Context: an optimization exercise on an open-source flow, tuned for small area, a short achievable clock period and few clock cycles per item. The choices shown serve that exercise and are no tape-out recipe. At most, simulation tests tie the RTL to the original design; equivalence was not proved.

oak:
// polinomio
module polinomio(clk, inicio, reset, a, b, c, x, saida, pronto, livre);
export LEC_CHECK = 0
export CAP_MARGIN = 20
export CORE_MARGIN = 2
export CORE_UTILIZATION = 40
export SETUP_SLACK_MARGIN = 3.2
export SLEW_MARGIN = 20
export SYNTH_HIERARCHICAL = 1
create_clock -name core_clock -period 9.0 [get_ports {clk}]
standard.sh (not shown) runs the stock make flow with config.mk's settings and CLKGATE_MAP_FILE= SYNTH_SCRIPT=/design/flow/synth_recipe.tcl, a recipe that flattens the netlist after the stock synthesis.
==> flow/flow/run.sh <==
#!/bin/bash
# Standard ORFS layout with two changes: the port buffers are
# sky130_fd_sc_hd__buf_1, and after the floorplan every combinational cell is
# set to its smallest drive strength (downsize.tcl), so that the later timing
# repair only upsizes the cells that need it.
set -euo pipefail
export BUFFER_PORTS_ARGS="-buffer_cell sky130_fd_sc_hd__buf_1"
bash standard.sh floorplan > floorplan.log 2>&1
R=orfs/results/$FLOW_PLATFORM/polinomio/base
openroad -no_init -exit flow/downsize.tcl > downsize.log 2>&1
bash standard.sh finish > finish.log 2>&1
==> flow/flow/downsize.tcl <==
# Set each combinational cell of the floorplan to the smallest drive strength
# of its function (same name with _1, or _0 where that exists).
set r orfs/results/$::env(FLOW_PLATFORM)/polinomio/base
foreach lib [glob $::env(FLOW_HOME)/platforms/$::env(FLOW_PLATFORM)/lib/*tt*.lib] { read_liberty $lib }
read_db $r/2_floorplan.odb
set n 0
foreach inst [[ord::get_db_block] getInsts] {
  set m [[$inst getMaster] getName]
  if {![regexp {^(sky130_fd_sc_hd__)(mux2i?|a\w+|o\w+|nand\w*|nor\w*|and\w*|or\w*|xor\w*|xnor\w*|inv|ha|fa)_(\d+)$} $m -> pre fn sz]} { continue }
  if {$sz <= 1} { continue }
  foreach s {1} {
    set cand ${pre}${fn}_$s
    if {[[ord::get_db] findMaster $cand] ne "NULL"} {
      if {[catch {replace_cell [$inst getName] $cand} err]} { puts "skip [$inst getName]: $err" } else { incr n; puts "[$inst getName] $m -> $cand" }
      break
    }
  }
}
puts "downsized $n cells"
write_db $r/2_floorplan.odb
The following lists how birch was set up differently from oak:
diff --git a/flow/design.v b/flow/design.v
--- a/flow/design.v
+++ b/flow/design.v
@@ -451,67 +451,51 @@
     wire G381;
     ao21_cell a381(g[5], p[5], G380, G381);
     wire G382;
     ao21_cell a382(g[6], p[6], G381, G382);
     wire G383;
     ao21_cell a383(g[7], p[7], G382, G383);
     wire G384;
     ao21_cell a384(g[8], p[8], G383, G384);
     wire G385;
     ao21_cell a385(g[9], p[9], G384, G385);
     wire G386;
+    ao21_cell a386(g[10], p[10], G385, G386);
     wire G387;
-    ao21_cell a387(g[10], p[10], g[9], G387);
-    wire P388;
-    and2_cell n388(p[10], p[9], P388);
-    ao21_cell a386(G387, P388, G384, G386);
+    ao21_cell a387(g[11], p[11], G386, G387);
+    wire C388;
+    ao21_cell a388(g[12], p[12], G387, C388);
     wire G389;
-    ao21_cell a389(g[11], p[11], G386, G389);
     wire G390;
-    wire G391;
-    ao21_cell a391(g[12], p[12], g[11], G391);
-    wire P392;
-    and2_cell n392(p[12], p[11], P392);
-    ao21_cell a390(G391, P392, G386, G390);
-    wire G393;
-    wire G394;
-    ao21_cell a394(g[13], p[13], G391, G394);
-    wire P395;
-    and2_cell n395(p[13], P392, P395);
-    ao21_cell a393(G394, P395, G386, G393);
-    wire G396;
-    wire G397;
-    wire G398;
-    ao21_cell a398(g[14], p[14], g[13], G398);
-    wire P399;
-    and2_cell n399(p[14], p[13], P399);
-    ao21_cell a397(G398, P399, G391, G397);
-    wire P400;
-    and2_cell n400(P399, P392, P400);
-    ao21_cell a396(G397, P400, G386, G396);
+    ao21_cell a390(g[13], p[13], g[12], G390);
+    wire P391;
+    and2_cell n391(p[13], p[12], P391);
+    ao21_cell a389(G390, P391, G387, G389);
+    wire C392;
+    ao21_cell a392(g[14], p[14], G389, C392);
     assign y[0] = p[0];
     xor_cell sn1(p[1], g[0], y[1]);
     xor_cell sn2(p[2], G377, y[2]);
     xor_cell sn3(p[3], G378, y[3]);
     xor_cell sn4(p[4], G379, y[4]);
     xor_cell sn5(p[5], G380, y[5]);
     xor_cell sn6(p[6], G381, y[6]);
     xor_cell sn7(p[7], G382, y[7]);
     xor_cell sn8(p[8], G383, y[8]);
     xor_cell sn9(p[9], G384, y[9]);
     xor_cell sn10(p[10], G385, y[10]);
     xor_cell sn11(p[11], G386, y[11]);
-    xor_cell sn12(p[12], G389, y[12]);
-    xor_cell sn13(p[13], G390, y[13]);
-    xor_cell sn14(p[14], G393, y[14]);
-    xor_cell sn15(p[15], G396, y[15]);
+    xor_cell sn12(p[12], G387, y[12]);
+    xor_cell sn13(p[13], C388, y[13]);
+    xor_cell sn14(p[14], G389, y[14]);
+    xor_cell sn15(p[15], C392, y[15]);
 endmodule
 module fa_cell(a, b, c, s, co);
     input a, b, c;
     output s, co;
     assign s = a ^ b ^ c;
     assign co = (a & b) | (a & c) | (b & c);
 endmodule
 module xnor_cell(a, b, y);
     input a, b;
     output y;
     assign y = ~(a ^ b);
@@ -528,33 +512,22 @@
 endmodule
 module xor_cell(a, b, y);
     input a, b;
     output y;
     assign y = a ^ b;
 endmodule
 module and2_cell(a, b, y);
     input a, b;
     output y;
     assign y = a & b;
 endmodule
-module booth_enc(x1, x0, xm1, one, two);
-    input x1, x0, xm1;
-    output one, two;
-    assign one = x0 ^ xm1;
-    assign two = (x1 & ~x0 & ~xm1) | (~x1 & x0 & xm1);
-endmodule
-module booth_sel(one, mj, two, mjm1, neg, ppn);
-    input one, mj, two, mjm1, neg;
-    output ppn;
-    assign ppn = ~(((one & mj) | (two & mjm1)) ^ neg);
-endmodule
 module ao21_cell(a, b, c, y);
     input a, b, c;
     output y;
     assign y = a | (b & c);
 endmodule
 module polinomio(clk, inicio, reset, a, b, c, x, saida, pronto, livre);
     input clk;
     input inicio;
     input reset;
     input [15:0] a;
     input [15:0] b;
### Flow results
Route | birch vs oak | wire shorter in birch
Going from oak to birch, the time the final worst path needs with I/O delays and setup was found to have gone down by 51 ps.
The lower area of the mapped netlist came out of birch.
Delta (birch minus oak): portion of netlist area occupied by mux cells was more or less identical; total cell area at the placement stage went down by 1.2%; register-to-register setup slack went down by 100 ps.
Comparing met1 routing resource usage after global routing for birch and oak, the smaller number came from oak.
Compared to oak, birch shows a wider setup margin.
Sort birch and oak by amount of wire on met2 after detailed routing asc -> top: birch
Testbench counts of birch, summed over its fixed seeds: cycles 6,400, items 3,200.
For oak, only the layout was checked, not whether the RTL still works.

==> static timing again, ports no longer ideal <==
How much do the figures lean on ideal ports? The routed layouts below were timed once more, with nothing changed but the port constraints. Step 1 (the two cells are an assumption about what drives the block):
set clk [get_ports {clk}]
set_driving_cell -lib_cell sky130_fd_sc_hd__clkbuf_16 $clk
set_driving_cell -lib_cell sky130_fd_sc_hd__buf_2 [delete_from_list [all_inputs] $clk]
Step 2 also shifts input and output timing later by t, the mid clock arrival at the registers, as if the neighbouring blocks saw the same clock. a / b / c = ideal / step 1 / step 2; a / b = the first two.
run	shift t [ns]	setup WS [ns]	latest minus earliest clock arrival (ns)	worst data-port slew with drivers (ns)	cell pins on the clock port's net
oak	0.296	3.296 / 3.309 / 3.013	0.003 / 0.002	0.04	1
birch	0.298	3.347 / 3.345 / 3.047	0.010 / 0.009	0.04	1
After both steps every run listed still meets setup and hold. For birch, which loses most, drivers alone change the setup slack by -0.002 ns; drivers and shift together by -0.300 ns.
